This design comes from an exercise in tuning for small area on the open sky130 flow, not from production work. Only simulation tests tie the RTL to the original design; equivalence was not proved.

==> flow/design.v <==
module cla_12bit(a,b,c_in,sum);
parameter ADDR_WIDTH = 12;
input [ADDR_WIDTH-1:0] a;
input [ADDR_WIDTH-1:0] b;
input c_in;
output [ADDR_WIDTH:0] sum;
wire [ADDR_WIDTH-1:0] p;
wire [ADDR_WIDTH-1:0] g;
wire [ADDR_WIDTH:0] c;
assign p[ADDR_WIDTH-1:0] = a[ADDR_WIDTH-1:0] ^ b[ADDR_WIDTH-1:0];
assign g[ADDR_WIDTH-1:0] = a[ADDR_WIDTH-1:0] & b[ADDR_WIDTH-1:0];
assign c[0] = c_in;
assign c[1] = g[0] | (p[0] & c[0]);
assign c[2] = g[1] | (p[1] & g[0]) | (p[1] & p[0] & c[0]);
assign c[3] = g[2] | (p[2] &  g[1]) | (p[2] & p[1] & g[0]) | (p[2] & p[1] & p[0] & c[0]);
assign c[4] = g[3] | (p[3] &  g[2]) | (p[3] & p[2] &  g[1]) | (p[3] & p[2] & p[1] & g[0]) | (p[3] & p[2] & p[1] & p[0] & c[0]);
assign c[5] = g[4] | (p[4] &  g[3]) | (p[4] & p[3] &  g[2]) | (p[4] & p[3] & p[2] &  g[1]) | (p[4] & p[3] & p[2] & p[1] & g[0]) | (p[4] & p[3] & p[2] & p[1] & p[0] & c[0]);
assign c[6] = g[5] | (p[5] &  g[4]) | (p[5] & p[4] &  g[3]) | (p[5] & p[4] & p[3] &  g[2]) | (p[5] & p[4] & p[3] & p[2] &  g[1]) | (p[5] & p[4] & p[3] & p[2] & p[1] & g[0]) | (p[5] & p[4] & p[3] & p[2] & p[1] & p[0] & c[0]);
assign c[7] = g[6] | (p[6] &  g[5]) | (p[6] & p[5] &  g[4]) | (p[6] & p[5] & p[4] &  g[3]) | (p[6] & p[5] & p[4] & p[3] &  g[2]) | (p[6] & p[5] & p[4] & p[3] & p[2] &  g[1]) | (p[6] & p[5] & p[4] & p[3] & p[2] & p[1] & g[0]) | (p[6] & p[5] & p[4] & p[3] & p[2] & p[1] & p[0] & c[0]);
assign c[8] = g[7] | (p[7] &  g[6]) | (p[7] & p[6] &  g[5]) | (p[7] & p[6] & p[5] &  g[4]) | (p[7] & p[6] & p[5] & p[4] &  g[3]) | (p[7] & p[6] & p[5] & p[4] & p[3] &  g[2]) | (p[7] & p[6] & p[5] & p[4] & p[3] & p[2] &  g[1]) | (p[7] & p[6] & p[5] & p[4] & p[3] & p[2] & p[1] & g[0]) | (p[7] & p[6] & p[5] & p[4] & p[3] & p[2] & p[1] & p[0] & c[0]);
assign c[9] = g[8] | (p[8] &  g[7]) | (p[8] & p[7] &  g[6]) | (p[8] & p[7] & p[6] &  g[5]) | (p[8] & p[7] & p[6] & p[5] &  g[4]) | (p[8] & p[7] & p[6] & p[5] & p[4] &  g[3]) | (p[8] & p[7] & p[6] & p[5] & p[4] & p[3] &  g[2]) | (p[8] & p[7] & p[6] & p[5] & p[4] & p[3] & p[2] &  g[1]) | (p[8] & p[7] & p[6] & p[5] & p[4] & p[3] & p[2] & p[1] & g[0]) | (p[8] & p[7] & p[6] & p[5] & p[4] & p[3] & p[2] & p[1] & p[0] & c[0]);
assign c[10] = g[9] | (p[9] &  g[8]) | (p[9] & p[8] &  g[7]) | (p[9] & p[8] & p[7] &  g[6]) | (p[9] & p[8] & p[7] & p[6] &  g[5]) | (p[9] & p[8] & p[7] & p[6] & p[5] &  g[4]) | (p[9] & p[8] & p[7] & p[6] & p[5] & p[4] &  g[3]) | (p[9] & p[8] & p[7] & p[6] & p[5] & p[4] & p[3] &  g[2]) | (p[9] & p[8] & p[7] & p[6] & p[5] & p[4] & p[3] & p[2] &  g[1]) | (p[9] & p[8] & p[7] & p[6] & p[5] & p[4] & p[3] & p[2] & p[1] & g[0]) | (p[9] & p[8] & p[7] & p[6] & p[5] & p[4] & p[3] & p[2] & p[1] & p[0] & c[0]);
assign c[11] = g[10] | (p[10] &  g[9]) | (p[10] & p[9] &  g[8]) | (p[10] & p[9] & p[8] &  g[7]) | (p[10] & p[9] & p[8] & p[7] &  g[6]) | (p[10] & p[9] & p[8] & p[7] & p[6] &  g[5]) | (p[10] & p[9] & p[8] & p[7] & p[6] & p[5] &  g[4]) | (p[10] & p[9] & p[8] & p[7] & p[6] & p[5] & p[4] &  g[3]) | (p[10] & p[9] & p[8] & p[7] & p[6] & p[5] & p[4] & p[3] &  g[2]) | (p[10] & p[9] & p[8] & p[7] & p[6] & p[5] & p[4] & p[3] & p[2] &  g[1]) | (p[10] & p[9] & p[8] & p[7] & p[6] & p[5] & p[4] & p[3] & p[2] & p[1] & g[0]) | (p[10] & p[9] & p[8] & p[7] & p[6] & p[5] & p[4] & p[3] & p[2] & p[1] & p[0] & c[0]);
assign c[12] = g[11] | (p[11] &  g[10]) | (p[11] & p[10] &  g[9]) | (p[11] & p[10] & p[9] &  g[8]) | (p[11] & p[10] & p[9] & p[8] &  g[7]) | (p[11] & p[10] & p[9] & p[8] & p[7] &  g[6]) | (p[11] & p[10] & p[9] & p[8] & p[7] & p[6] &  g[5]) | (p[11] & p[10] & p[9] & p[8] & p[7] & p[6] & p[5] &  g[4]) | (p[11] & p[10] & p[9] & p[8] & p[7] & p[5] & p[4] &  g[3]) | (p[11] & p[10] & p[9] & p[8] & p[7] & p[6] & p[5] & p[4] & p[3] &  g[2]) | (p[11] & p[10] & p[9] & p[8] & p[7] & p[6] & p[5] & p[4] & p[3] & p[2] &  g[1]) | (p[11] & p[10] & p[9] & p[8] & p[7] & p[6] & p[5] & p[4] & p[3] & p[2] & p[1] & g[0]) | (p[11] & p[10] & p[9] & p[8] & p[7] & p[6] & p[5] & p[4] & p[3] & p[2] & p[1] & p[0] & c[0]);
assign sum[ADDR_WIDTH:0] = {1'b0,p[ADDR_WIDTH-1:0]} ^ c[ADDR_WIDTH:0];
endmodule
module mul24x12 (a, b, c, p);
input  [23:0] a;
input  [11:0] b;
input  [23:0] c;
output [35:0] p;
wire [23:0] s [0:12];
wire [23:0] k [0:12];
assign s[0] = c;
assign k[0] = 24'd0;
genvar i, j;
generate
  for (i = 0; i < 12; i = i + 1) begin : row
    for (j = 0; j < 24; j = j + 1) begin : col
      wire x = a[j] & b[i];
      wire y = s[i][j];
      wire z = k[i][j];
      wire sum = x ^ y ^ z;
      if (j > 0) begin : sh
        assign s[i+1][j-1] = sum;
      end else begin : lo
        assign p[i] = sum;
      end
      assign k[i+1][j] = (x & y) | (x & z) | (y & z);
    end
    assign s[i+1][23] = 1'b0;
  end
endgenerate
wire [24:0] cc;
assign cc[0] = 1'b0;
generate
  for (j = 0; j < 24; j = j + 1) begin : fin
    assign p[12+j] = s[12][j] ^ k[12][j] ^ cc[j];
    assign cc[j+1] = (s[12][j] & k[12][j]) | (s[12][j] & cc[j]) | (k[12][j] & cc[j]);
  end
endgenerate
endmodule
module fp_mul_fin (x, y, p, z);
input  [31:0] x;
input  [31:0] y;
input  [35:0] p;
output [31:0] z;
wire zr = ~(|x) | ~(|y);
wire n  = p[35];
wire [7:0] e = x[30:23] + y[30:23] + 8'd129 + {7'd0, n};
wire [22:0] f = n ? p[34:12] : p[33:11];
assign z = zr ? 32'd0 : {x[31] ^ y[31], e, f};
endmodule
module fp_add (x, y, z);
input  [31:0] x;
input  [31:0] y;
output [31:0] z;
wire s1 = x[31];
wire s2 = y[31];
wire [7:0] e1 = x[30:23];
wire [7:0] e2 = y[30:23];
wire zz = ~(|x) | ~(|y);
wire [31:0] cmp_c;
assign cmp_c[0] = 1'b1;
genvar i;
generate
  for (i = 0; i < 31; i = i + 1) begin : cmp
    assign cmp_c[i+1] = (y[i] & ~x[i]) | (y[i] & cmp_c[i]) | (~x[i] & cmp_c[i]);
  end
endgenerate
wire swap = cmp_c[31];
wire [8:0] dc;
wire [7:0] d;
assign dc[0] = 1'b1;
generate
  for (i = 0; i < 8; i = i + 1) begin : dsub
    assign d[i] = e2[i] ^ ~e1[i] ^ dc[i];
    assign dc[i+1] = (e2[i] & ~e1[i]) | (e2[i] & dc[i]) | (~e1[i] & dc[i]);
  end
endgenerate
wire [7:0] dn = d ^ {8{~swap}};
wire [8:0] nc;
wire [7:0] ed;
assign nc[0] = ~swap;
generate
  for (i = 0; i < 8; i = i + 1) begin : dneg
    assign ed[i] = dn[i] ^ nc[i];
    assign nc[i+1] = dn[i] & nc[i];
  end
endgenerate
wire [23:0] lg  = swap ? {1'b1, y[22:0]} : {1'b1, x[22:0]};
wire [23:0] msm = swap ? {1'b1, x[22:0]} : {1'b1, y[22:0]};
wire [7:0]  le  = swap ? e2 : e1;
wire [23:0] sh0 = ed[0] ? {1'b0,  msm[23:1]}  : msm;
wire [23:0] sh1 = ed[1] ? {2'b0,  sh0[23:2]}  : sh0;
wire [23:0] sh2 = ed[2] ? {4'b0,  sh1[23:4]}  : sh1;
wire [23:0] sh3 = ed[3] ? {8'b0,  sh2[23:8]}  : sh2;
wire [23:0] sh4 = ed[4] ? {16'b0, sh3[23:16]} : sh3;
wire [23:0] sm  = (|ed[7:5]) ? 24'd0 : sh4;
wire same = ~(s1 ^ s2);
wire [23:0] t = sm ^ {24{~same}};
wire [24:0] ac;
wire [24:0] r;
assign ac[0] = ~same;
generate
  for (i = 0; i < 24; i = i + 1) begin : addsub
    assign r[i] = lg[i] ^ t[i] ^ ac[i];
    assign ac[i+1] = (lg[i] & t[i]) | (lg[i] & ac[i]) | (t[i] & ac[i]);
  end
endgenerate
assign r[24] = ac[24] ^ ~same;
wire rz = ~(|r);
wire l4 = ~(|r[24:9]);
wire [24:0] n4 = l4 ? {r[8:0], 16'd0} : r;
wire l3 = ~(|n4[24:17]);
wire [24:0] n3 = l3 ? {n4[16:0], 8'd0} : n4;
wire l2 = ~(|n3[24:21]);
wire [24:0] n2 = l2 ? {n3[20:0], 4'd0} : n3;
wire l1 = ~(|n2[24:23]);
wire [24:0] n1 = l1 ? {n2[22:0], 2'd0} : n2;
wire l0 = ~n1[24];
wire [24:0] n0 = l0 ? {n1[23:0], 1'b0} : n1;
wire [4:0] lz = {l4, l3, l2, l1, l0};
wire [7:0] eo = le + 8'd1 - {3'b000, lz};
assign z[31]    = ~rz & (swap ? s2 : s1);
assign z[30:23] = zz ? le : (rz ? 8'd0 : eo);
assign z[22:0]  = zz ? lg[22:0] : n0[23:1];
endmodule
module fft_core (clk, rst_n
                , ena_fft_core
                , ena_arrange
                , w11
                , ena_mul_fp_clk
                , phase
                , data_rd_01, data_rd_02, data_rd_03
                , data_rd_04, data_rd_05, data_rd_06
                , data_w_real, data_w_image
                , q1_real, q1_image
                , q3_real, q3_image
                , load_out
                );
input clk;
input rst_n;
input ena_fft_core;
input ena_arrange;
input w11;
input ena_mul_fp_clk;
input [3:0] phase;
input [31:0] data_rd_01, data_rd_02, data_rd_03, data_rd_04, data_rd_05, data_rd_06;
input [31:0] data_w_real, data_w_image;
output [31:0] q1_real, q1_image, q3_real, q3_image;
output load_out;
reg started;    
reg started2;   
always @(posedge clk or negedge rst_n) begin
  if (!rst_n) begin
    started  <= 1'b0;
    started2 <= 1'b0;
  end else begin
    started  <= ena_fft_core & (started | ena_mul_fp_clk);
    started2 <= ena_fft_core & (started2 | (started & ena_mul_fp_clk));
  end
end
wire ph0 = (phase == 4'd0);
wire ph1 = (phase == 4'd1);
wire ph2 = (phase == 4'd2);
wire ph3 = (phase == 4'd3);
wire ph4 = (phase == 4'd4);
wire ph6 = (phase == 4'd6);
wire ph8 = (phase == 4'd8);
wire ph9 = (phase == 4'd9);
assign load_out = started2 & ph1;
reg [23:0] l;
reg [31:0] t1, t2;
reg [31:0] q1r, q1i, q2r, q2i, q3r, q3i;
wire x_im = phase[0] ? (phase == 4'd7 || phase == 4'd1) : (phase == 4'd8 || phase == 4'd2);
wire y_im = (phase >= 4'd7 && phase <= 4'd9) || ph0;
wire hi   = ~phase[0];
wire [31:0] mx = x_im ? data_w_image : data_w_real;
wire [31:0] my = y_im ? data_rd_05 : data_rd_02;
wire [35:0] mp;
mul24x12 mul (.a({1'b1, mx[22:0]}), .b(hi ? {1'b1, my[22:12]} : my[11:0]),
              .c(hi ? l : 24'd0), .p(mp));
wire [31:0] mf;
fp_mul_fin mfin (.x(mx), .y(my), .p(mp), .z(mf));
wire [31:0] a1 = ph2 ? data_rd_01 : ph4 ? data_rd_04 : t2;
wire [31:0] a2s = (ph3 | ph4) ? q1i : t1;
wire [31:0] a2 = {a2s[31] ^ ph9, a2s[30:0]};
wire [31:0] as;
fp_add add (.x(a1), .y(a2), .z(as));
always @(posedge clk) begin
  l <= mp[35:12];
  if (ph6 | ph0) t2 <= mf;
  if (ph8) t1 <= mf;
  else if (ph9) t1 <= as;
  if (ena_arrange) begin
    q1r <= w11 ? data_rd_03 : 32'd0;
    q1i <= w11 ? data_rd_06 : 32'd0;
  end else if (!started) begin
    q1r <= 32'd0;
    q1i <= 32'd0;
  end else begin
    if (ph2) q1r <= as;
    if (ph2) q1i <= mf;
    else if (ph3 | ph4) q1i <= as;
  end
  if (ph1) begin
    q2r <= q1r;
    q2i <= q1i;
    q3r <= q2r;
    q3i <= q2i;
  end
end
assign q1_real  = q1r;
assign q1_image = q1i;
assign q3_real  = q3r;
assign q3_image = q3i;
endmodule
module control_floating_point(clk,rst_n
                              ,ena_fft_core
                              ,ena_mul_fp_clk
                              ,phase
                             );
parameter OVERLOAD = 9;
input clk;
input rst_n;
input ena_fft_core;
output ena_mul_fp_clk;
output [3:0] phase;
reg [3:0] counter;
reg ena_mul_fp_clk;
always@(posedge clk or negedge rst_n) begin
    if(!rst_n) begin
      counter    <= 0;
      ena_mul_fp_clk <= 1'b0;
    end
    else begin
      if(ena_fft_core) begin
        if (counter == OVERLOAD) begin
          counter    <= 0;
          ena_mul_fp_clk <= 1'b1;
        end
        else begin
          counter    <= counter + 1;
          ena_mul_fp_clk <= 1'b0;
        end
       end
     else begin
          counter    <= 0;
          ena_mul_fp_clk <= 1'b0;
       end
    end
end
assign phase = counter;
endmodule
module arrange (clk,rst_n
            , ena_arrange
            , max_point_fft
            , arrange_addr
            , arrange_addr_out
            );
parameter ADDR_WIDTH = 12;
input clk;
input rst_n;
input ena_arrange;
input  [ADDR_WIDTH-1:0]max_point_fft;
output [ADDR_WIDTH-1:0]arrange_addr;
wire   [ADDR_WIDTH-1:0]arrange_addr;
output [ADDR_WIDTH-1:0]arrange_addr_out;
reg    [ADDR_WIDTH-1:0]arrange_addr_out; 
reg    [ADDR_WIDTH-1:0]w1;               
reg    [ADDR_WIDTH-1:0]w2;               
wire   [ADDR_WIDTH-1:0]pre_count_addr;
reg    [ADDR_WIDTH-1:0]count_addr;
always@(posedge clk or negedge rst_n) begin
  if (!rst_n) begin
    count_addr <= 0;
  end
  else if (ena_arrange) begin
    if (pre_count_addr == max_point_fft) begin
      count_addr <= 0;
    end
    else begin
      count_addr <= pre_count_addr + 1;
    end
  end
  else begin
    count_addr <= 0;
  end
end
assign pre_count_addr = count_addr;
assign arrange_addr = count_addr;
always@(posedge clk or negedge rst_n) begin 
  if (!rst_n) begin
    w1 <= 0;
  end
  else begin
    w1 <= arrange_addr;
  end
end
always@(posedge clk or negedge rst_n) begin 
  if (!rst_n) begin
    w2 <= 0;
  end
  else begin
    w2 <= w1;
  end
end
always@(posedge clk or negedge rst_n) begin 
  if (!rst_n) begin
    arrange_addr_out <= 0;
  end
  else begin
    arrange_addr_out <= w2;
  end
end
endmodule
module prepare(clk,rst_n
                , ena_prepare
                , stage_number
                , max_point_fft
                , input_addr
                , fft_addr_prepare);
parameter ADDR_WIDTH = 12;
input clk;
input rst_n;
input ena_prepare;
input [3:0]stage_number;
input [ADDR_WIDTH-1:0]max_point_fft;
output [ADDR_WIDTH-1:0]input_addr;
wire   [ADDR_WIDTH-1:0]input_addr;
output [ADDR_WIDTH-1:0]fft_addr_prepare;
reg    [ADDR_WIDTH-1:0]fft_addr_prepare;
wire [ADDR_WIDTH-1:0]pre_count_addr;
reg  [ADDR_WIDTH-1:0]count_addr;
reg  [ADDR_WIDTH-1:0]w1;
wire [ADDR_WIDTH-1:0]w2;
always@(posedge clk or negedge rst_n) begin
  if (!rst_n) begin
    count_addr <= 0;
  end
  else if (ena_prepare) begin
    if (pre_count_addr == max_point_fft) begin
      count_addr <= 0;
    end
    else begin
      count_addr <= pre_count_addr + 1;
    end
  end
  else begin
    count_addr <= 0;
  end
end
assign pre_count_addr = count_addr;
assign    input_addr = pre_count_addr;
always@(posedge clk or negedge rst_n) begin
  if (!rst_n) begin
    w1 <= 0;
  end
  else begin
    case (stage_number)
      1: begin
        w1 <= {11'b0,pre_count_addr[0]};
      end
      2: begin
        w1 <= {10'b0,pre_count_addr[0],pre_count_addr[1]};
      end
      3: begin
        w1 <= {9'b0,pre_count_addr[0],pre_count_addr[1],pre_count_addr[2]};
      end
      4: begin
        w1 <= {8'b0,pre_count_addr[0],pre_count_addr[1],pre_count_addr[2],pre_count_addr[3]};
      end
      5: begin
        w1 <= {7'b0,pre_count_addr[0],pre_count_addr[1],pre_count_addr[2],pre_count_addr[3],pre_count_addr[4]};
      end
      6: begin
        w1 <= {6'b0,pre_count_addr[0],pre_count_addr[1],pre_count_addr[2],pre_count_addr[3],pre_count_addr[4],pre_count_addr[5]};
      end
      7: begin
        w1 <= {5'b0,pre_count_addr[0],pre_count_addr[1],pre_count_addr[2],pre_count_addr[3],pre_count_addr[4],pre_count_addr[5],pre_count_addr[6]};
      end
      8: begin
        w1 <= {4'b0,pre_count_addr[0],pre_count_addr[1],pre_count_addr[2],pre_count_addr[3],pre_count_addr[4],pre_count_addr[5],pre_count_addr[6],pre_count_addr[7]};
      end
      9: begin
        w1 <= {3'b0,pre_count_addr[0],pre_count_addr[1],pre_count_addr[2],pre_count_addr[3],pre_count_addr[4],pre_count_addr[5],pre_count_addr[6],pre_count_addr[7],pre_count_addr[8]};
      end
      default: begin
        w1 <= {2'b0,pre_count_addr[0],pre_count_addr[1],pre_count_addr[2],pre_count_addr[3],pre_count_addr[4],pre_count_addr[5],pre_count_addr[6],pre_count_addr[7],pre_count_addr[8],pre_count_addr[9]};
      end
    endcase
  end
end
assign w2 = w1;
always@(posedge clk or negedge rst_n) begin
  if(!rst_n) begin
    fft_addr_prepare <= 0;
  end
  else if (ena_prepare) begin
    fft_addr_prepare <= w2+1;
  end
  else begin
    fft_addr_prepare <= 0;
  end
end
endmodule
module fft_core_control(clk,rst_n
                      , ena_fft_core
                      , ena_fft_wait
                      , ena_mul_fp_clk
                      , stage_number
                      , stage_level
                      , max_point_fft
                      , fft_addr
                      , jump_fft_addr
                      , w_addr
                      , out_fft_addr
                      );
parameter ADDR_WIDTH = 12;
input clk;
input rst_n;
input ena_fft_core;
input ena_mul_fp_clk;
input ena_fft_wait;
reg ena_fft_result;
input [3:0] stage_level;
input [3:0] stage_number;
input [ADDR_WIDTH-1:0] max_point_fft; 
output [ADDR_WIDTH-1:0] fft_addr;
reg    [ADDR_WIDTH-1:0] fft_addr;
output [ADDR_WIDTH-1:0] w_addr;
reg    [ADDR_WIDTH-1:0] w_addr;
output [ADDR_WIDTH:0] jump_fft_addr;
reg    [ADDR_WIDTH:0] jump_fft_addr;
output [ADDR_WIDTH-1:0] out_fft_addr;
wire   [ADDR_WIDTH-1:0] out_fft_addr;
wire [ADDR_WIDTH-1:0] w2;
wire [ADDR_WIDTH-1:0] w3;
wire [ADDR_WIDTH-1:0] w4;
wire [ADDR_WIDTH-1:0] jump_factor;
wire [ADDR_WIDTH-1:0] pre_w_addr;
wire [ADDR_WIDTH-1:0] pre_sub_jump_factor;  
wire [ADDR_WIDTH-1:0] sub_jump_factor;  
wire c_in = 1'b0;                       
wire [ADDR_WIDTH-1:0] pre_count_pos;
wire [ADDR_WIDTH-1:0] pre_count_addr;
wire [ADDR_WIDTH-1:0] pre_count_addr_out;
wire pre_is_low_pos;
wire [ADDR_WIDTH:0] jump_fft_addr_inc;
wire [ADDR_WIDTH:0] jump_fft_addr_dec;
wire [3:0] w5;
wire [3:0] w6;
reg ena_rd_w1;
reg [5:0] count_result;
wire [5:0] pre_count_result;
reg [5:0] count_rd;
wire [5:0] pre_count_rd;
wire ena_fft_result_xor_ena_fft_core;
reg ena_fft_core_delay_1clk;
reg [ADDR_WIDTH-1:0] w1;
reg [ADDR_WIDTH-1:0] count_pos;
reg [ADDR_WIDTH-1:0] count_addr;
reg [ADDR_WIDTH-1:0] count_addr_out;
reg is_low_pos;
reg [ADDR_WIDTH-1:0] w7;
wire [ADDR_WIDTH-1:0] w10;
wire w8;
reg w9;
wire pre_w9;
always@(posedge clk or negedge rst_n) begin
  if (!rst_n) begin
    w1 <= 0;
  end
  else begin
    case (stage_level)
      0: begin
        w1 <= 0;
      end
      1: begin
        w1 <= 1;
      end
      2: begin
        w1 <= 3;
      end
      3: begin
        w1 <= 7;
      end
      4: begin
        w1 <= 15;
      end
      5: begin
        w1 <= 31;
      end
      6: begin
        w1 <= 63;
      end
      7: begin
        w1 <= 127;
      end
      8: begin
        w1 <= 255;
      end
      9: begin
        w1 <= 511;
      end
      default: begin
        w1 <= 1023;
      end
    endcase
  end
end
assign w2 = w1;
assign w3 = w2 << 1;
assign w4 = w3 + 1;
assign jump_factor = w2 + 1;
always@(posedge clk or negedge rst_n) begin
	if (!rst_n) begin 
		ena_rd_w1 <= 0;
		count_rd <= 0;
	end
	else if (ena_fft_core) begin
	if (pre_count_rd == 9) begin
		ena_rd_w1 <= 0;
		count_rd  <= 0;
	end
	else if (pre_count_rd == 0) begin
		count_rd <= pre_count_rd + 1;
		ena_rd_w1 <= 1;
	end
	else begin
 		count_rd <= pre_count_rd + 1;
		ena_rd_w1 <= 0;
	end
	end
	else begin
		count_rd <= 0;
		ena_rd_w1 <= 0;
	end
end
assign pre_count_rd	= count_rd;
always@(posedge clk or negedge rst_n) begin
  if (!rst_n) begin
    count_pos <= 0;
    is_low_pos <= 1'b1;
  end
  else if (ena_fft_core) begin
	if (ena_rd_w1) begin
	    if (pre_count_pos == w4) begin
	      count_pos <= 0;
	      is_low_pos <= 1'b1;
	    end
	    else if (pre_count_pos == w2) begin
	      count_pos <= pre_count_pos + 1;
	      is_low_pos <= 1'b0;
	    end
	    else begin
	      count_pos <= pre_count_pos + 1;
	      is_low_pos <= pre_is_low_pos;
	    end
	end
	else begin
		count_pos <= pre_count_pos;
		is_low_pos <= pre_is_low_pos;
	end
  end
  else begin
    count_pos <= 0;
    is_low_pos <= 1'b1;
  end
end
assign pre_count_pos = count_pos;
assign pre_is_low_pos = is_low_pos;
assign pre_sub_jump_factor = {~jump_factor[11:0]};  
assign sub_jump_factor = pre_sub_jump_factor +1 ;  
always@(posedge clk or negedge rst_n) begin
  if (!rst_n) begin
    count_addr <= 0;
  end
  else if (ena_fft_core) begin
	if (ena_rd_w1) begin
	    if (pre_count_addr == max_point_fft) begin
	      count_addr <= 0;
	    end
	    else begin
	      count_addr <= pre_count_addr + 1;
	    end
	end
	else begin
	count_addr <= pre_count_addr;
	end
  end
  else begin
    count_addr <= 0;
  end
end
assign pre_count_addr = count_addr;
always@(posedge clk or negedge rst_n) begin
  if (!rst_n) begin
    count_addr_out <= 0;
  end
  else if (ena_fft_result_xor_ena_fft_core || ena_fft_wait) begin
	if(ena_mul_fp_clk) begin
          if (pre_count_addr_out == max_point_fft) begin
          count_addr_out <= 0;
          end
          else begin
          count_addr_out <= pre_count_addr_out + 1;
          end
        end
        else begin
        count_addr_out <= pre_count_addr_out;
        end
  end
  else begin
    count_addr_out <= 0;
  end
end
assign pre_count_addr_out = count_addr_out;
assign out_fft_addr = count_addr_out; 
assign ena_fft_result_xor_ena_fft_core = ena_fft_result ^ ena_fft_core;
always@(posedge clk or negedge rst_n) begin
        if (!rst_n) begin
                ena_fft_result <= 0;
                count_result <= 0;
        end
        else if (ena_fft_core) begin
        if (pre_count_result == 32) begin
                ena_fft_result <= 0;
                count_result  <= 0;
        end
	else if ((pre_count_result == 0) && ena_fft_core_delay_1clk) begin
                ena_fft_result <= 0;
                count_result  <= pre_count_result; 
	end
        else begin
                count_result <= pre_count_result + 1;
                ena_fft_result <= 1;
        end
        end
        else begin
                count_result <= 0;
                ena_fft_result <= 0;
        end
end
assign pre_count_result     = count_result;
always@(posedge clk or negedge rst_n) begin
	if(!rst_n) begin
		ena_fft_core_delay_1clk <= 0;
	end
	else begin
		ena_fft_core_delay_1clk <= ena_fft_core;
	end
end
cla_12bit cla_12bit_01(   .a(count_addr)
                         ,.b(jump_factor)
                         ,.c_in(c_in)
                         ,.sum(jump_fft_addr_inc)
                         );
cla_12bit cla_12bit_02(   .a(count_addr)
                         ,.b(sub_jump_factor)
                         ,.c_in(c_in)
                         ,.sum(jump_fft_addr_dec)
                         );
assign pre_count_addr = count_addr;
assign w8 = is_low_pos;
always@(posedge clk or negedge rst_n) begin
  if (!rst_n) begin
    w9 <=0;
  end
  else begin
	if (ena_rd_w1) begin
   	 w9 <=is_low_pos;
	end
	else begin
	w9 <= pre_w9;
	end
  end
end
assign pre_w9 = w9;
always@(posedge clk or negedge rst_n) begin
  if (!rst_n) begin
    jump_fft_addr <= 0;
    fft_addr      <= 0;
  end
  else begin
    if (ena_fft_core) begin
      if (w9) begin
        jump_fft_addr <= jump_fft_addr_inc;
        fft_addr      <= count_addr;
      end
      else begin
        jump_fft_addr <= count_addr;
        fft_addr      <= jump_fft_addr_dec;
      end
    end
    else begin
      jump_fft_addr   <= 0;
      fft_addr        <= 0;
    end
  end
end
assign w5 = stage_level + 1;
assign w6 = stage_number - w5;
always@(posedge clk or negedge rst_n) begin
  if (!rst_n) begin
    w7 <= 0;
  end
  else begin
    case (w6)
      0: begin
        w7 <= pre_count_pos;
      end
      1: begin
        w7 <= {pre_count_pos[10:0],1'b0};
      end
      2: begin
        w7 <= {pre_count_pos[9:0],2'b00};
      end
      3: begin
        w7 <= {pre_count_pos[8:0],3'b000};
      end
      4: begin
        w7 <= {pre_count_pos[7:0],4'b0000};
      end
      5: begin
        w7 <= {pre_count_pos[6:0],5'b0000_0};
      end
      6: begin
        w7 <= {pre_count_pos[5:0],6'b0000_00};
      end
      7: begin
        w7 <= {pre_count_pos[4:0],7'b0000_000};
      end
      8: begin
        w7 <= {pre_count_pos[3:0],8'b0000_0000};
      end
      default: begin
        w7 <= {pre_count_pos[2:0],9'b0000_0000_0};
      end
    endcase
  end
end
assign w10 = w7+1;
always@(posedge clk or negedge rst_n) begin
  if (!rst_n) begin
    w_addr <= 0;
  end
  else if (ena_fft_core) begin
	if (ena_rd_w1) begin
	    w_addr <= w10;
	end
	else begin
	    w_addr <= pre_w_addr;
	end
  end
  else begin
    w_addr <= 0;
  end
end
assign pre_w_addr = w_addr;
endmodule
module network_control (clk
           , rst_n
           , ena_fft
           , ena_prepare
           , ena_fft_core
           , ena_fft_wait
           , ena_arrange
           , end_fft
           , max_point_fft
           , max_point_fft_core
	         , stage_level
           , stage_number
           , wr_ena_int_01
           , wr_ena_int_02
           , wr_ena_int_03
           , wr_ena_int_04
           , wr_ena_int_05
           , wr_ena_int_06
           );
parameter RESET          = 0;
parameter INITIAL        = 1;
parameter PREPARE        = 2;
parameter FFT_CORE       = 3;
parameter FFT_WAIT       = 4;
parameter ARRANGE        = 5;
parameter ADDR_WIDTH = 12;
parameter MAX_WAIT_TIME = 7;
input clk;
input rst_n;
input ena_fft;
output ena_prepare;
reg    ena_prepare;
output ena_fft_core;
reg    ena_fft_core;
output ena_fft_wait;
reg    ena_fft_wait;
output ena_arrange;
reg    ena_arrange;
output end_fft;
wire   end_fft;
input  [ADDR_WIDTH -1:0]max_point_fft;
wire   [ADDR_WIDTH -1:0]max_point_fft;
input  [15:0]max_point_fft_core;
wire   [15:0]max_point_fft_core;
input  [3:0]stage_number;
wire   [3:0]stage_number;
output [3:0]stage_level;
output wr_ena_int_01;
output wr_ena_int_02;
output wr_ena_int_03;
output wr_ena_int_04;
output wr_ena_int_05;
output wr_ena_int_06;
reg    wr_ena_int_01;
reg    wr_ena_int_02;
reg    wr_ena_int_03;
reg    wr_ena_int_04;
reg    wr_ena_int_05;
reg    wr_ena_int_06;
reg    w_01;
reg    w_02;
reg    w_03;
reg    w_04;
reg    w_05;
reg    w_06;
reg    flag_end;
wire   pre_flag_end;
reg    [2:0] state;
reg    [ADDR_WIDTH -1:0] counter_prepare;
wire   [ADDR_WIDTH -1:0] pre_counter_prepare;
reg    [15:0] counter_fft_core;
wire   [15:0] pre_counter_fft_core;
reg    [ADDR_WIDTH -1:0] counter_fft_wait;
wire   [ADDR_WIDTH -1:0] pre_counter_fft_wait;
reg    [ADDR_WIDTH -1:0] counter_arrange;
wire   [ADDR_WIDTH -1:0] pre_counter_arrange;
reg    ena_state1;
reg    ena_state2;
reg    ena_state3;
reg    ena_state4;
wire   ena_state;   
reg    [2:0] next_state;
reg    w1;
wire   ena_fft_core_flag;
wire   w2;
reg    w3;
wire   w4;
wire pre_end_fft;
reg w5;
reg w6;
reg w7;
reg w8;
reg w9;
reg w10;
reg w11;
reg w12;
reg w13;
reg w14;
reg    [3:0]stage_level;
wire   [3:0]pre_stage_level;
always@(posedge clk or negedge rst_n) begin
    if(!rst_n) begin
        state <= RESET;
    end
    else begin
        state <= next_state;
    end
end
always@(*) begin
    case (state) 
        RESET: begin
            next_state <= INITIAL;
        end
        INITIAL: begin
            if (ena_fft) begin
               next_state   <= PREPARE;
            end
            else begin
               next_state <= state;
            end
        end
        PREPARE: begin
            if (ena_state) begin
               next_state <= FFT_CORE;
            end
            else begin
               next_state   <= state;
            end
        end
        ARRANGE: begin
            if(!flag_end) begin
               if (ena_state) begin
                  next_state <= FFT_CORE;
               end
               else begin
                  next_state   <= state;
               end
            end
            else begin
               next_state   <= INITIAL;
            end
        end
        FFT_CORE: begin
            if(ena_state) begin
               next_state <= FFT_WAIT;
            end
            else begin
               next_state   <= state;
            end
        end
        FFT_WAIT: begin
            if(ena_state) begin
               next_state <= ARRANGE;
            end
            else begin
               next_state   <= state;
            end
        end
        default: begin
            next_state <= RESET;
        end
  endcase
end
always@(state) begin
        case(state)
          INITIAL: begin
            ena_prepare    <= 1'b0;
            ena_fft_core   <= 1'b0;
            ena_fft_wait   <= 1'b0;
            ena_arrange    <= 1'b0;
            w_01  <= 1'b0;
            w_02  <= 1'b0;
            w_03  <= 1'b0;
            w_04  <= 1'b0;
            w_05  <= 1'b0;
            w_06  <= 1'b0;
          end
          PREPARE: begin
            ena_prepare    <= 1'b1;
            ena_fft_core   <= 1'b0;
            ena_fft_wait   <= 1'b0;
            ena_arrange    <= 1'b0;
            w_01  <= 1'b1;
            w_02  <= 1'b1;
            w_03  <= 1'b0;
            w_04  <= 1'b1;
            w_05  <= 1'b1;
            w_06  <= 1'b0;
          end
          FFT_CORE: begin
            ena_prepare    <= 1'b0;
            ena_fft_core   <= 1'b1;
            ena_fft_wait   <= 1'b0;
            ena_arrange    <= 1'b0;
            w_01  <= 1'b0;
            w_02  <= 1'b0;
            w_03  <= 1'b1;
            w_04  <= 1'b0;
            w_05  <= 1'b0;
            w_06  <= 1'b1;
          end
          FFT_WAIT: begin
            ena_prepare    <= 1'b0;
            ena_fft_core   <= 1'b0;
            ena_fft_wait   <= 1'b1;
            ena_arrange    <= 1'b0;
            w_01  <= 1'b0;
            w_02  <= 1'b0;
            w_03  <= 1'b1;
            w_04  <= 1'b0;
            w_05  <= 1'b0;
            w_06  <= 1'b1;
          end
          ARRANGE: begin
            ena_prepare    <= 1'b0;
            ena_fft_core   <= 1'b0;
            ena_fft_wait   <= 1'b0;
            ena_arrange    <= 1'b1;
            w_01  <= 1'b1;
            w_02  <= 1'b1;
            w_03  <= 1'b0;
            w_04  <= 1'b1;
            w_05  <= 1'b1;
            w_06  <= 1'b0;
          end
          default: begin 
            ena_prepare    <= 1'b0;
            ena_fft_core   <= 1'b0;
            ena_fft_wait   <= 1'b0;
            ena_arrange    <= 1'b0;
            w_01  <= 1'b0;
            w_02  <= 1'b0;
            w_03  <= 1'b0;
            w_04  <= 1'b0;
            w_05  <= 1'b0;
            w_06  <= 1'b0;
           end
        endcase
    end
always@(posedge clk or negedge rst_n) begin    
    if(!rst_n) begin
      counter_prepare  <= 0;
      ena_state1     <= 1'b0;
    end
    else begin
      if(ena_prepare) begin
        if (pre_counter_prepare == max_point_fft) begin
          counter_prepare  <= 0;
          ena_state1     <= 1'b1;
        end
        else begin               
          counter_prepare  <= pre_counter_prepare + 1;
          ena_state1     <= 1'b0;
        end
       end
       else begin
               counter_prepare <= 0;
               ena_state1    <= 1'b0;
       end
    end
end
assign pre_counter_prepare = counter_prepare;
always@(posedge clk or negedge rst_n) begin    
    if(!rst_n) begin
      counter_fft_core  <= 0;
      ena_state2        <= 1'b0;
    end
    else begin
      if(ena_fft_core) begin
        if (pre_counter_fft_core == max_point_fft_core) begin  
          counter_fft_core  <= 0;
          ena_state2        <= 1'b1;
        end
        else begin               
          counter_fft_core  <= pre_counter_fft_core + 1;
          ena_state2        <= 1'b0;
        end
       end
       else begin
          counter_fft_core <= 0;
          ena_state2       <= 1'b0;
       end
    end
end
assign pre_counter_fft_core = counter_fft_core;
always@(posedge clk or negedge rst_n) begin    
    if(!rst_n) begin
      counter_fft_wait  <= 0;
      ena_state3        <= 1'b0;
    end
    else begin
      if(ena_fft_wait) begin
        if (pre_counter_fft_wait == MAX_WAIT_TIME) begin  
          counter_fft_wait  <= 0;
          ena_state3        <= 1'b1;
        end
        else begin               
          counter_fft_wait  <= pre_counter_fft_wait + 1;
          ena_state3        <= 1'b0;
        end
       end
       else begin
          counter_fft_wait <= 0;
          ena_state3       <= 1'b0;
       end
    end
end
assign pre_counter_fft_wait = counter_fft_wait;
always@(posedge clk or negedge rst_n) begin    
    if(!rst_n) begin
      counter_arrange  <= 0;
      ena_state4        <= 1'b0;
    end
    else begin
      if(ena_arrange) begin
        if (pre_counter_arrange == max_point_fft+2) begin
          counter_arrange  <= 0;
          ena_state4        <= 1'b1;
        end
        else begin               
          counter_arrange  <= pre_counter_arrange + 1;
          ena_state4        <= 1'b0;
        end
       end
       else begin
               counter_arrange <= 0;
               ena_state4       <= 1'b0;
       end
    end
end
assign pre_counter_arrange = counter_arrange;
assign ena_state = ((ena_state1 | ena_state2) | ena_state3 | ena_state4); 
always@(posedge clk or negedge rst_n) begin
    if(!rst_n) begin
     	stage_level <= 0;
      flag_end    <= 1'b0;
    end
    else begin
      if (ena_fft_core_flag) begin
          if (stage_level == (stage_number - 1)) begin
            stage_level <= 0;
            flag_end    <= 1'b1;
          end
          else begin
            stage_level <= pre_stage_level + 1;
            flag_end    <= 1'b0;
          end
      end
      else begin
         stage_level <= pre_stage_level;
         flag_end    <= pre_flag_end;
      end
    end
end
assign pre_stage_level = stage_level;
assign pre_flag_end    = flag_end;
always@(posedge clk or negedge rst_n) begin
  if (!rst_n) begin
    wr_ena_int_01 <= 0;
    wr_ena_int_02 <= 0;
    wr_ena_int_03 <= 0;
    wr_ena_int_04 <= 0;
    wr_ena_int_05 <= 0;
    wr_ena_int_06 <= 0;
  end
  else begin
    wr_ena_int_01 <= w_01;
    wr_ena_int_02 <= w_02;
    wr_ena_int_03 <= w_03;
    wr_ena_int_04 <= w_04;
    wr_ena_int_05 <= w_05;
    wr_ena_int_06 <= w_06;
  end
end
always@(posedge clk or negedge rst_n) begin
	if (!rst_n) begin
		w1 <= 0;
	end
	else begin 
        	w1 <= ena_fft_core;
	end
end
assign w2 = w1 ^ ena_fft_core;
assign ena_fft_core_flag = w1 &  w2;
always@(posedge clk or negedge rst_n) begin
	if (!rst_n) begin
		w3 <= 1'b0;
	end
	else begin
       	 	w3 <= flag_end;
	end
end
assign w4 = w3 ^ flag_end;
assign pre_end_fft = flag_end &  w4;
always@(posedge clk or negedge rst_n) begin
        if (!rst_n) begin
                w5 <= 0;
        end
        else begin
                w5 <= pre_end_fft;
        end
end
always@(posedge clk or negedge rst_n) begin
        if (!rst_n) begin
                w6 <= 0;
        end
        else begin
                w6 <= w5;
        end
end
always@(posedge clk or negedge rst_n) begin
        if (!rst_n) begin
                w7 <= 0;
        end
        else begin
                w7 <= w6;
        end
end
always@(posedge clk or negedge rst_n) begin
        if (!rst_n) begin
                w8 <= 0;
        end
        else begin
                w8 <= w7;
        end
end
always@(posedge clk or negedge rst_n) begin
        if (!rst_n) begin
                w9 <= 0;
        end
        else begin
                w9 <= w8;
        end
end
always@(posedge clk or negedge rst_n) begin
        if (!rst_n) begin
                w10 <= 0;
        end
        else begin
                w10 <= w9;
        end
end
always@(posedge clk or negedge rst_n) begin
        if (!rst_n) begin
                w11 <= 0;
        end
        else begin
                w11 <= w10;
        end
end
always@(posedge clk or negedge rst_n) begin
        if (!rst_n) begin
                w12 <= 0;
        end
        else begin
                w12 <= w11;
        end
end
always@(posedge clk or negedge rst_n) begin
        if (!rst_n) begin
                w13 <= 0;
        end
        else begin
                w13 <= w12;
        end
end
always@(posedge clk or negedge rst_n) begin
        if (!rst_n) begin
                w14 <= 0;
        end
        else begin
                w14 <= w13;
        end
end
assign end_fft = w14;
endmodule
module top_fft(clk
               ,rst_n
               ,ena_fft
               ,ena_mag
               ,data_rd_int_01
               ,data_rd_int_02
               ,data_rd_int_03
               ,data_rd_int_04
               ,data_rd_int_05
               ,data_rd_int_06
               ,data_w_real
               ,data_w_image
               ,wr_ena_int_01        
               ,wr_ena_int_02
               ,wr_ena_int_03
               ,wr_ena_int_04
               ,wr_ena_int_05
               ,wr_ena_int_06
               ,addr_mem_int_01
               ,addr_mem_int_02
               ,addr_mem_int_03
               ,addr_mem_int_04
               ,addr_mem_int_05
               ,addr_mem_int_06
               ,addr_input
               ,addr_w
               ,data_wr_int_01
               ,data_wr_int_02
               ,data_wr_int_03
               ,data_wr_int_04
               ,data_wr_int_05
               ,data_wr_int_06
               ,data_input
               ,stage_number
               ,max_point_fft
               ,max_point_fft_core
               );
parameter ADDR_WIDTH = 12;
parameter DATA_WIDTH = 32;
input clk;
input rst_n;
input ena_fft;
input [3:0]stage_number;
input [ADDR_WIDTH-1:0]max_point_fft;
input [15:0]max_point_fft_core;
wire [3:0]stage_number;
wire [ADDR_WIDTH-1:0]max_point_fft;
wire [15:0]max_point_fft_core;
output ena_mag;
input[DATA_WIDTH-1:0] data_rd_int_01;
input[DATA_WIDTH-1:0] data_rd_int_02;
input[DATA_WIDTH-1:0] data_rd_int_03;
input[DATA_WIDTH-1:0] data_rd_int_04;
input[DATA_WIDTH-1:0] data_rd_int_05;
input[DATA_WIDTH-1:0] data_rd_int_06;
input[DATA_WIDTH-1:0] data_w_real;
input[DATA_WIDTH-1:0] data_w_image;
output wr_ena_int_01;
output wr_ena_int_02;
output wr_ena_int_03;
output wr_ena_int_04;
output wr_ena_int_05;
output wr_ena_int_06;
output[ADDR_WIDTH-1:0] addr_mem_int_01;
output[ADDR_WIDTH-1:0] addr_mem_int_02;
output[ADDR_WIDTH-1:0] addr_mem_int_03;
output[ADDR_WIDTH-1:0] addr_mem_int_04;
output[ADDR_WIDTH-1:0] addr_mem_int_05;
output[ADDR_WIDTH-1:0] addr_mem_int_06;
output[ADDR_WIDTH-1:0] addr_input;
output[ADDR_WIDTH-1:0] addr_w;
output[DATA_WIDTH-1:0] data_wr_int_01;
output[DATA_WIDTH-1:0] data_wr_int_02;
output[DATA_WIDTH-1:0] data_wr_int_03;
output[DATA_WIDTH-1:0] data_wr_int_04;
output[DATA_WIDTH-1:0] data_wr_int_05;
output[DATA_WIDTH-1:0] data_wr_int_06;
input [DATA_WIDTH-1:0] data_input;
wire ena_mag;
wire ena_prepare;
wire ena_fft_core;
wire ena_fft_wait;
wire ena_arrange;
wire ena_mul_fp_clk;
wire [3:0] phase;
wire [ADDR_WIDTH-1:0] addr_fft_prepare;
wire [ADDR_WIDTH-1:0] addr_fft;
wire [ADDR_WIDTH:0]   addr_jump_fft;
wire [ADDR_WIDTH-1:0] addr_fft_out;
wire [ADDR_WIDTH-1:0] addr_w1;
wire [ADDR_WIDTH-1:0] addr_arrange;
wire [ADDR_WIDTH-1:0] addr_arrange_out;
wire [3:0] stage_level;
reg  [ADDR_WIDTH-1:0] addr_w2;
reg  [ADDR_WIDTH-1:0] addr_w_r;
reg  [ADDR_WIDTH-1:0] a01, a02, a03;
reg  [DATA_WIDTH-1:0] out_real, out_image;
reg  w9, w10;
wire w11;
wire [DATA_WIDTH-1:0] q1_real, q1_image, q3_real, q3_image;
wire load_out;
control_floating_point control_floating_point_01(.clk(clk), .rst_n(rst_n)
                              , .ena_fft_core(ena_fft_core)
                              , .ena_mul_fp_clk(ena_mul_fp_clk)
                              , .phase(phase)
                              );
always@(posedge clk or negedge rst_n) begin
  if (!rst_n) begin
    a01 <= 0;
    a02 <= 0;
    a03 <= 0;
  end
  else begin
    a01 <= ena_prepare ? addr_fft_prepare : ena_arrange ? addr_arrange_out : ena_fft_core ? addr_fft : {ADDR_WIDTH{1'b0}};
    a02 <= ena_prepare ? addr_fft_prepare : ena_arrange ? addr_arrange_out : ena_fft_core ? addr_jump_fft[ADDR_WIDTH-1:0] : {ADDR_WIDTH{1'b0}};
    a03 <= (ena_fft_core | ena_fft_wait) ? addr_fft_out : ena_arrange ? addr_arrange : {ADDR_WIDTH{1'b0}};
  end
end
assign addr_mem_int_01 = a01;
assign addr_mem_int_04 = a01;
assign addr_mem_int_02 = a02;
assign addr_mem_int_05 = a02;
assign addr_mem_int_03 = a03;
assign addr_mem_int_06 = a03;
always@(posedge clk) begin
  if (ena_prepare) begin
    out_real  <= data_input;
    out_image <= 0;
  end
  else if (ena_fft_core | ena_fft_wait) begin
    if (!wr_ena_int_03) begin
      out_real  <= 0;
      out_image <= 0;
    end
    else if (load_out) begin
      out_real  <= q3_real;
      out_image <= q3_image;
    end
  end
  else begin
    out_real  <= q1_real;
    out_image <= q1_image;
  end
end
assign data_wr_int_01 = out_real;
assign data_wr_int_02 = out_real;
assign data_wr_int_03 = out_real;
assign data_wr_int_04 = out_image;
assign data_wr_int_05 = out_image;
assign data_wr_int_06 = out_image;
prepare prepare_01(.clk(clk), .rst_n(rst_n)
           , .ena_prepare(ena_prepare)
           , .stage_number(stage_number)
           , .max_point_fft(max_point_fft)
           , .input_addr(addr_input)
           , .fft_addr_prepare(addr_fft_prepare)
           );
always@(posedge clk or negedge rst_n) begin
  if (!rst_n) begin
    addr_w2  <= 0;
    addr_w_r <= 0;
  end
  else begin
    addr_w2  <= addr_w1;
    addr_w_r <= addr_w2;
  end
end
assign addr_w = addr_w_r;
fft_core_control fft_core_control_01(.clk(clk), .rst_n(rst_n)
           , .ena_fft_core(ena_fft_core)
           , .ena_mul_fp_clk(ena_mul_fp_clk)
           , .ena_fft_wait(ena_fft_wait)
           , .stage_number(stage_number)
           , .stage_level(stage_level)
           , .max_point_fft(max_point_fft)
           , .fft_addr(addr_fft)
           , .jump_fft_addr(addr_jump_fft)
           , .w_addr(addr_w1)
           , .out_fft_addr(addr_fft_out)
           );
fft_core fft_core_01(.clk(clk), .rst_n(rst_n)
           , .ena_fft_core(ena_fft_core)
           , .ena_arrange(ena_arrange)
           , .w11(w11)
           , .ena_mul_fp_clk(ena_mul_fp_clk)
           , .phase(phase)
           , .data_rd_01(data_rd_int_01), .data_rd_02(data_rd_int_02), .data_rd_03(data_rd_int_03)
           , .data_rd_04(data_rd_int_04), .data_rd_05(data_rd_int_05), .data_rd_06(data_rd_int_06)
           , .data_w_real(data_w_real), .data_w_image(data_w_image)
           , .q1_real(q1_real), .q1_image(q1_image)
           , .q3_real(q3_real), .q3_image(q3_image)
           , .load_out(load_out)
           );
arrange arrange_01(.clk(clk), .rst_n(rst_n)
           , .ena_arrange(ena_arrange)
           , .max_point_fft(max_point_fft)
           , .arrange_addr(addr_arrange)
           , .arrange_addr_out(addr_arrange_out)
           );
always@(posedge clk or negedge rst_n) begin
  if (!rst_n) begin
    w9  <= 0;
    w10 <= 0;
  end
  else begin
    w9  <= ena_arrange;
    w10 <= w9;
  end
end
assign w11 = w10 & ena_arrange;
network_control network_control_01 (.clk(clk)
          , .rst_n(rst_n)
          , .ena_fft(ena_fft)
          , .ena_prepare(ena_prepare)
          , .ena_fft_core(ena_fft_core)
          , .ena_fft_wait(ena_fft_wait)
          , .ena_arrange(ena_arrange)
          , .end_fft(ena_mag)
          , .max_point_fft(max_point_fft)
          , .max_point_fft_core(max_point_fft_core)
          , .stage_level(stage_level)
          , .stage_number(stage_number)
          , .wr_ena_int_01(wr_ena_int_01)
          , .wr_ena_int_02(wr_ena_int_02)
          , .wr_ena_int_03(wr_ena_int_03)
          , .wr_ena_int_04(wr_ena_int_04)
          , .wr_ena_int_05(wr_ena_int_05)
          , .wr_ena_int_06(wr_ena_int_06)
          );
endmodule
==> flow/run.sh <==
#!/bin/bash
# synth_recipe.tcl (not shown) runs the flow's synth.tcl, then flattens the netlist and writes it again
# the make line also repeats each setting of config.mk as NAME=value (left out here)
make -C /OpenROAD-flow-scripts/flow DESIGN_CONFIG=/design/flow/config.mk WORK_HOME=/design/flow/orfs CLKGATE_MAP_FILE= SYNTH_SCRIPT=/design/flow/synth_recipe.tcl finish
==> flow/config.mk <==
export PLATFORM = sky130hd
export DESIGN_NAME = top_fft
export DESIGN_NICKNAME = top_fft
export VERILOG_FILES = /design/flow/design.v
export SDC_FILE = /design/flow/constraint.sdc
export NUM_CORES = 4
export LEC_CHECK = 0
export CAP_MARGIN = 20
export CORE_MARGIN = 2
export CORE_UTILIZATION = 30
export PLACE_DENSITY = 0.4
export SLEW_MARGIN = 20
==> flow/constraint.sdc <==
create_clock -name core_clock -period 30.0 [get_ports {clk}]
set_input_delay 6.0000 -clock core_clock [delete_from_list [all_inputs] [get_ports {clk}]]
set_output_delay 6.0000 -clock core_clock [all_outputs]
set_load 0.01 [all_outputs]
==> flow_metrics.env, run 1 <==
export IMPL_synthFlopType="dfrtp_1"
export IMPL_ys_ff_latch=682
export IMPL_vias=38600
export IMPL_htreeDepth=3
export IMPL_hold_class="flip-flop to flip-flop"
export IMPL_cts_buffer_depth=3
export IMPL_nets=6097
export IMPL_layout_commonest_cell="nor2_1"
export IMPL_critPathMaxFanout=25
export IMPL_die_w_um=404
export IMPL_worstMarginPinSlew_ps=1290
export IMPL_arrival_ps=25300
export IMPL_finClkSkew_ps=21.6
export IMPL_drc=0
export IMPL_synth_net_count=5772
export IMPL_grt_max_degree=127
export IMPL_hold_start="arrange_01.w1[11]"
export IMPL_synth_edff_count=288
export IMPL_dpl_hpwl_um=142000
export IMPL_rsz0062_at_grt="no"
export IMPL_critPathKind="input port to flip-flop"
export IMPL_critPathLaunch="data_rd_int_05[13]"
export IMPL_layout_min_cycle_time_ps=24860
export IMPL_grt_antenna_before_repair=11
export IMPL_yosys_top_cells_area="edfxtp_1 (18%), dfrtp_1 (18%), fa_1 (12%)"
export IMPL_rows=146
export IMPL_stdcell_area_sq_um=58000
export IMPL_status="timing/DRC/antenna clean"
export IMPL_die_area_sq_um=163000
export IMPL_grt_overflow=0
export IMPL_drtPass1Iterations=8
export IMPL_cp_data_required_time_ps=30440
export IMPL_synthToLayoutAreaGrowth_pct=21.0
export IMPL_synth_top_area_cell="edfxtp_1"
export IMPL_end_kind="flip-flop"
export IMPL_ios=618
export IMPL_drt_total_wl_um=185000
export IMPL_fin_crit_sh=0.829
export IMPL_dieHeight_um=404
export IMPL_max_freq_mhz=40.2
export IMPL_initial_core_util=0.303
export IMPL_gr_usage_all_layers=0.224
export IMPL_dpl_cell_area_sq_um=55300
export IMPL_cts_buffers=80
export IMPL_wl_met1_um=84400
export IMPL_cts_resized=0
export IMPL_cts_tree="built"
export IMPL_wire_per_inst_um=24.7
export IMPL_mostFrequentLayoutCells="nor2_1 (684), clkdlybuf4s50_1 (616), nand2_1 (465)"
export IMPL_numClockSinks=682
export IMPL_synthesis_area_sq_um=48000
export IMPL_timing_hold_violations_final=0
export IMPL_drive_gt1_frac=0.0705
export IMPL_design_core_area_sq_um=159000
export IMPL_drv_cap=0
export IMPL_grt_pass1_vias=38200
export IMPL_syn_inst=5024
export IMPL_cp_slowest_cell="mux4_2"
export IMPL_cts_root_buffer="clkbuf_16"
export IMPL_fin_setup_tns_ps=0
export IMPL_synthArstFlopShare=0.496
export IMPL_avgSynthCellArea_sq_um=9.55
export IMPL_grt_pass1_wl_um=270000
export IMPL_ctsHoldBuffers=0
export IMPL_maxSlewHeadroom=0.132
export IMPL_io_buffers=617
export IMPL_place_gp_congestion=0.880
export IMPL_startpoint_type="input port"
export IMPL_setup_viol=0
export IMPL_cp_common_cell="fa_1"
export IMPL_rr_startpoint="control_floating_point_01.counter[0]"
export IMPL_wl_met3_um=9820
export IMPL_clkTransAtPathRegs_ps=60
export IMPL_vias_per_cell=5.14
export IMPL_yosysWarnings=8
export IMPL_ant_nets=0
export IMPL_ys_types=109
export IMPL_highest_layer="met5"
export IMPL_ys_seq_area_frac=0.380
export IMPL_synth_top_area_frac=0.180
export IMPL_cpPeakStageDelay_ps=850
export IMPL_postCtsSetupBuffers=0
export IMPL_wl_met2_um=86700
export IMPL_finalMaxSlewViolations=0
export IMPL_clock_latency_ps=680
export IMPL_first_iter_violations=3077
-- routing by layer --
metal  track usage  up-vias
met5             0        -
met4        0.0551        6
met3        0.0292      200
met2         0.364     1181
met1         0.315    19400
li1              -    17800
-- sequential cells by signal, summed over array words and instances, names as in the netlist, 16 cells and up --
name,count
fft_core_01.q1i,32
fft_core_01.q1r,32
fft_core_01.q2i,32
fft_core_01.q2r,32
fft_core_01.q3i,32
fft_core_01.q3r,32
fft_core_01.t1,32
fft_core_01.t2,32
out_image,32
out_real,32
fft_core_01.l,24
network_control_01.counter_fft_core,16
-- Yosys cell counts (24+ instances only) --
| library cell | number |
|---|---|
| a21oi_1 | 185 |
| and3_1 | 44 |
| nor3_1 | 65 |
| mux2_2 | 46 |
| clkbuf_1 | 259 |
| nor2b_1 | 53 |
| inv_1 | 279 |
| a31oi_1 | 49 |
| o221ai_1 | 30 |
| a22oi_1 | 30 |
| nand2b_1 | 44 |
| nor4b_1 | 24 |
| nand2_1 | 466 |
| dfrtp_1 | 337 |
| a22o_1 | 79 |
| ha_1 | 127 |
| nand4_1 | 49 |
| buf_1 | 35 |
| buf_4 | 173 |
| dfxtp_1 | 56 |
| o22ai_1 | 24 |
| xor2_1 | 157 |
| a211oi_1 | 30 |
| o21ai_0 | 244 |
| nor2_1 | 686 |
| nand3_1 | 193 |
| fa_1 | 298 |
| nor4_1 | 50 |
| xnor2_1 | 141 |
| mux2i_1 | 137 |
| edfxtp_1 | 288 |
-- final timing paths --
kind	to	depth (start not counted)	slack [ps]
min	arrange_01.w2[11]	0	340
max in group asynchronous	network_control_01.counter_arrange[3]	2	23240
max reg2reg	fft_core_01.q1i[30]	60	8350
min in group asynchronous	network_control_01.counter_fft_core[0]	1	5360
min reg2reg	arrange_01.w2[11]	0	340
max	fft_core_01.q1i[30]	54	5140
-- critical path, delay by kind of cell --
kind / cells / cell delay [ps]
buffers and inverters: 5 / 1590
muxes: 1 / 850
AOI/OAI and AO/OA: 7 / 1250
adders and majority gates: 36 / 14910
xor gates and xnor gates: 2 / 230
and+or+nand+nor: 3 / 400
-- kinds of logic after synthesis --
group                    after synthesis  synth area share
XOR/XNOR                             298            0.0544
AO/OA/AOI/OAI                        880             0.120
multiplexers                         192            0.0435
adder cells (fa/ha/maj)              430             0.159
flip-flops                           682             0.380
buffers and inverters                772            0.0753
AND/OR/NAND/NOR                     1770             0.168
-- through the flow --
stage | hold slack, ps | setup slack, ps | util | instances
finish | 336 | 5140 | 0.366 | 7494
CTS | 335 | 4790 | 0.366 | 7488
global placement | 332 | 4120 | 0.348 | 7339
detailed placement | 335 | 4050 | 0.348 | 7339
floorplan | 331 | 6120 | - | 5024
global route | 346 | 4150 | 0.366 | 7488
-- final cells by class --
cell class              count  area, sq um
fillers                 16100       101000
inverters                 288         1090
flip-flops and latches    682        18200
clock inverters            28          337
diodes                      6         15.0
clock buffers             121         2430
multi-input cells        3570        26300
repair buffers            727         7020
well taps                2072         2590
==> inputs of run 2 (changes only) <==
==> flow/flow/run.sh (new file) <==
#!/bin/bash
set -euo pipefail
bash standard.sh "BUFFER_PORTS_ARGS=-buffer_cell sky130_fd_sc_hd__buf_1" finish > layout.log 2>&1
==> flow/standard.sh (new file) <==
#!/bin/bash
# synth_recipe.tcl (not shown) runs the flow's synth.tcl, then flattens the netlist and writes it again
# the make line also repeats each setting of config.mk as NAME=value (left out here)
make -C /OpenROAD-flow-scripts/flow DESIGN_CONFIG=/design/flow/config.mk WORK_HOME=/design/flow/orfs CLKGATE_MAP_FILE= SYNTH_SCRIPT=/design/flow/synth_recipe.tcl "${@:-finish}"
--- a/flow/config.mk
+++ b/flow/config.mk
@@ -10,2 +10,3 @@
 export CORE_UTILIZATION = 30
+export CTS_BUF_LIST = sky130_fd_sc_hd__clkbuf_4
 export PLACE_DENSITY = 0.4
removed: flow/run.sh
==> flow_metrics.env, run 2 <==
export IMPL_status="timing/DRC/antenna clean"
export IMPL_postCtsSetupBuffers=0
export IMPL_fin_setup_tns_ps=0
export IMPL_reg2reg_slack_ps=8510
export IMPL_rsz0062_at_grt="no"
export IMPL_drtPass1Iterations=9
export IMPL_clock_latency_ps=1160
export IMPL_die_w_um=404
export IMPL_finClkSkew_ps=69.1
export IMPL_layout_commonest_cell="nor2_1"
export IMPL_yosysMostFrequentCell="nor2_1"
export IMPL_grt_max_degree=160
export IMPL_initial_core_util=0.303
export IMPL_cp_slowest_cell="mux4_2"
export IMPL_ys_seq_area_frac=0.380
export IMPL_cts_tree="built"
export IMPL_clkTransAtPathRegs_ps=60
export IMPL_worstMarginPinSlew_ps=1250
export IMPL_register_area_sq_um=18200
export IMPL_cts_buffers=187
export IMPL_synth_common_cells="nor2_1 (686), nand2_1 (466), dfrtp_1 (337), fa_1 (298), edfxtp_1 (288)"
export IMPL_synthArstFlopShare=0.496
export IMPL_wire_per_inst_um=23.6
export IMPL_synth_top_family_by_area="simple AND/OR/NAND/NOR gates"
export IMPL_cp_common_cell="fa_1"
export IMPL_timing_hold_violations_final=0
export IMPL_finalWorstSetupSlack_ps=5710
export IMPL_fin_crit_sh=0.810
export IMPL_synth_compound_area_frac=0.120
export IMPL_end_kind="flip-flop"
export IMPL_synth_top_area_frac=0.180
export IMPL_ant_nets=0
export IMPL_max_freq_mhz=41.2
export IMPL_numClockSinks=682
export IMPL_synth_top_area_cell="edfxtp_1"
export IMPL_grtUsageMet2=0.353
export IMPL_drc=0
export IMPL_startpoint_type="input port"
export IMPL_final_fill_count=16500
export IMPL_grt_busiest_layer="met2"
export IMPL_ys_ff_latch=682
export IMPL_timing_critical_path_buf_inv=5
export IMPL_synth_xor_area_share=0.0544
export IMPL_arrival_ps=25180
export IMPL_critPathKind="input port to flip-flop"
export IMPL_dpl_hpwl_um=138000
export IMPL_synth_net_count=5772
export IMPL_synthAdderAreaFrac=0.159
export IMPL_grt_pass1_vias=38500
export IMPL_cts_buffer_depth=3
export IMPL_rows=146
export IMPL_yosysWarnings=8
export IMPL_finalMaxSlewViolations=0
export IMPL_grt_antenna_before_repair=10
export IMPL_place_gp_congestion=0.880
export IMPL_avgSynthCellArea_sq_um=9.55
export IMPL_die_area_sq_um=163000
export IMPL_cts_resized=0
export IMPL_ctsHoldBuffers=0
export IMPL_setup_viol=0
export IMPL_io_buffers=617
export IMPL_synthToLayoutAreaGrowth_pct=12.6
export IMPL_vias=39300
export IMPL_dieHeight_um=404
export IMPL_synth_edff_count=288
export IMPL_pre_cts_slack_ps=4380
export IMPL_syn_inst=5024
export IMPL_ios=618
export IMPL_gr_usage_met1=0.313
export IMPL_nets=6216
export IMPL_gr_usage_all_layers=0.220
export IMPL_vias_per_cell=5.11
export IMPL_drive_gt1_frac=0.102
export IMPL_grt_overflow=0
export IMPL_grt_pass1_wl_um=266000
export IMPL_ys_types=109
export IMPL_htreeDepth=4
export IMPL_synthMuxAreaShare=0.0435
export IMPL_synthesis_area_sq_um=48000
export IMPL_path_delay_family="adder cells"
export IMPL_mostFrequentLayoutCells="nor2_1 (683), buf_1 (616), nand2_1 (465)"
export IMPL_drv_cap=0
export IMPL_cts_root_buffer="clkbuf_4"
export IMPL_hold_class="flip-flop to flip-flop"
export IMPL_first_iter_violations=3419
export IMPL_critPathMaxFanout=25
export IMPL_cpPeakStageDelay_ps=850
export IMPL_multiInputGateArea_sq_um=26300
export IMPL_synthFlopType="dfrtp_1"
export IMPL_yosys_top_cells_area="edfxtp_1 (18%), dfrtp_1 (18%), fa_1 (12%)"
export IMPL_design_core_area_sq_um=159000
export IMPL_use_met3=0.0326
export IMPL_drt_total_wl_um=182000
export IMPL_layout_min_cycle_time_ps=24290
export IMPL_synthSimpleGateAreaFrac=0.168
export IMPL_maxSlewHeadroom=0.168
export IMPL_cp_data_required_time_ps=30890
run 2: cell counts after synthesis:
Identical to the previous run, type by type.
run 2: metrics by stage:
step                      instances  hold slack, ps  instance area [sq um]   util
after floorplan                5024             331                  48000      -
after global placement         7351             332                  51500  0.325
after detailed placement       7351             335                  51500  0.325
after CTS                      7693             328                  54000  0.340
after global routing           7702             345                  54000  0.341
final                          7705             331                  54000  0.341
run 2: path summary, 6_finish.rpt:
check | startpoint | end | cells after the start
setup / recovery | data_rd_int_02[13] | fft_core_01.q1i[29] | 54
hold / removal | addr_w2[6] | addr_w_r[6] | 0
setup reg to reg | control_floating_point_01.counter[3] | fft_core_01.q1i[29] | 62
hold reg to reg | addr_w2[6] | addr_w_r[6] | 0
max in group asynchronous | rst_n | control_floating_point_01.counter[0] | 3
min in group asynchronous | rst_n | network_control_01.counter_fft_core[6] | 1
run 2: worst register-to-register path, delay by kind of cell, from the launching register on:
kind                     cells  cell delay (ps)
multiplexers                 1              300
buffers and inverters        9             2120
AND/OR/NAND/NOR              5             1010
adder cells (fa/ha/maj)     38            15530
XOR/XNOR                     2              830
AO/OA/AOI/OAI                7             1040
flip-flops                   1              340
run 2: per-layer routing:
layer	wire, um	up-vias	part of all wire
met5	0	-	0
met4	3490	0	0.019
met3	10500	231	0.057
met2	84800	1340	0.47
met1	83100	19600	0.46
li1	-	18100	-
run 2: logic make-up after synthesis:
family,count (synthesis)
buffers and inverters,772
AO/OA/AOI/OAI,880
adder cells (fa/ha/maj),430
XOR/XNOR,298
flip-flops,682
multiplexers,192
AND/OR/NAND/NOR,1770
run 2: final cells by class:
cell class,instances,share of cell area
timing repair buffer,739,0.0602
tap,2072,0.0480
antenna,12,0.000556
clock inverter,58,0.00679
sequential,682,0.338
inverter,288,0.0201
multi-input combinational,3570,0.487
clock buffer,284,0.0395

==> afterwards: timing with drivers on the ports <==
Ports are ideal in the flow. The routed layouts listed here were re-timed in OpenROAD. Step 1, drivers: a clkbuf_16 drives clk and a buf_2 each remaining input, both assumed. Step 2 moves the port delays by t, midway between the first and last clock arrival at a register: inputs arrive t later, outputs are due t later. That takes back most of the time a late clock gives input paths. a / b / c = ideal / step 1 / step 2; a / b = the first two.
run | shift t [ns] | setup WS [ns] | worst setup path at the end
run 1 | 0.742 | 5.136 / 5.181 / 4.439 | input to register
run 2 | 1.199 | 5.708 / 5.751 / 4.553 | input to register
After both steps setup and hold are still met in every run listed. For run 2, which loses most, drivers alone change the setup slack by +0.043 ns; drivers and shift together by -1.155 ns.
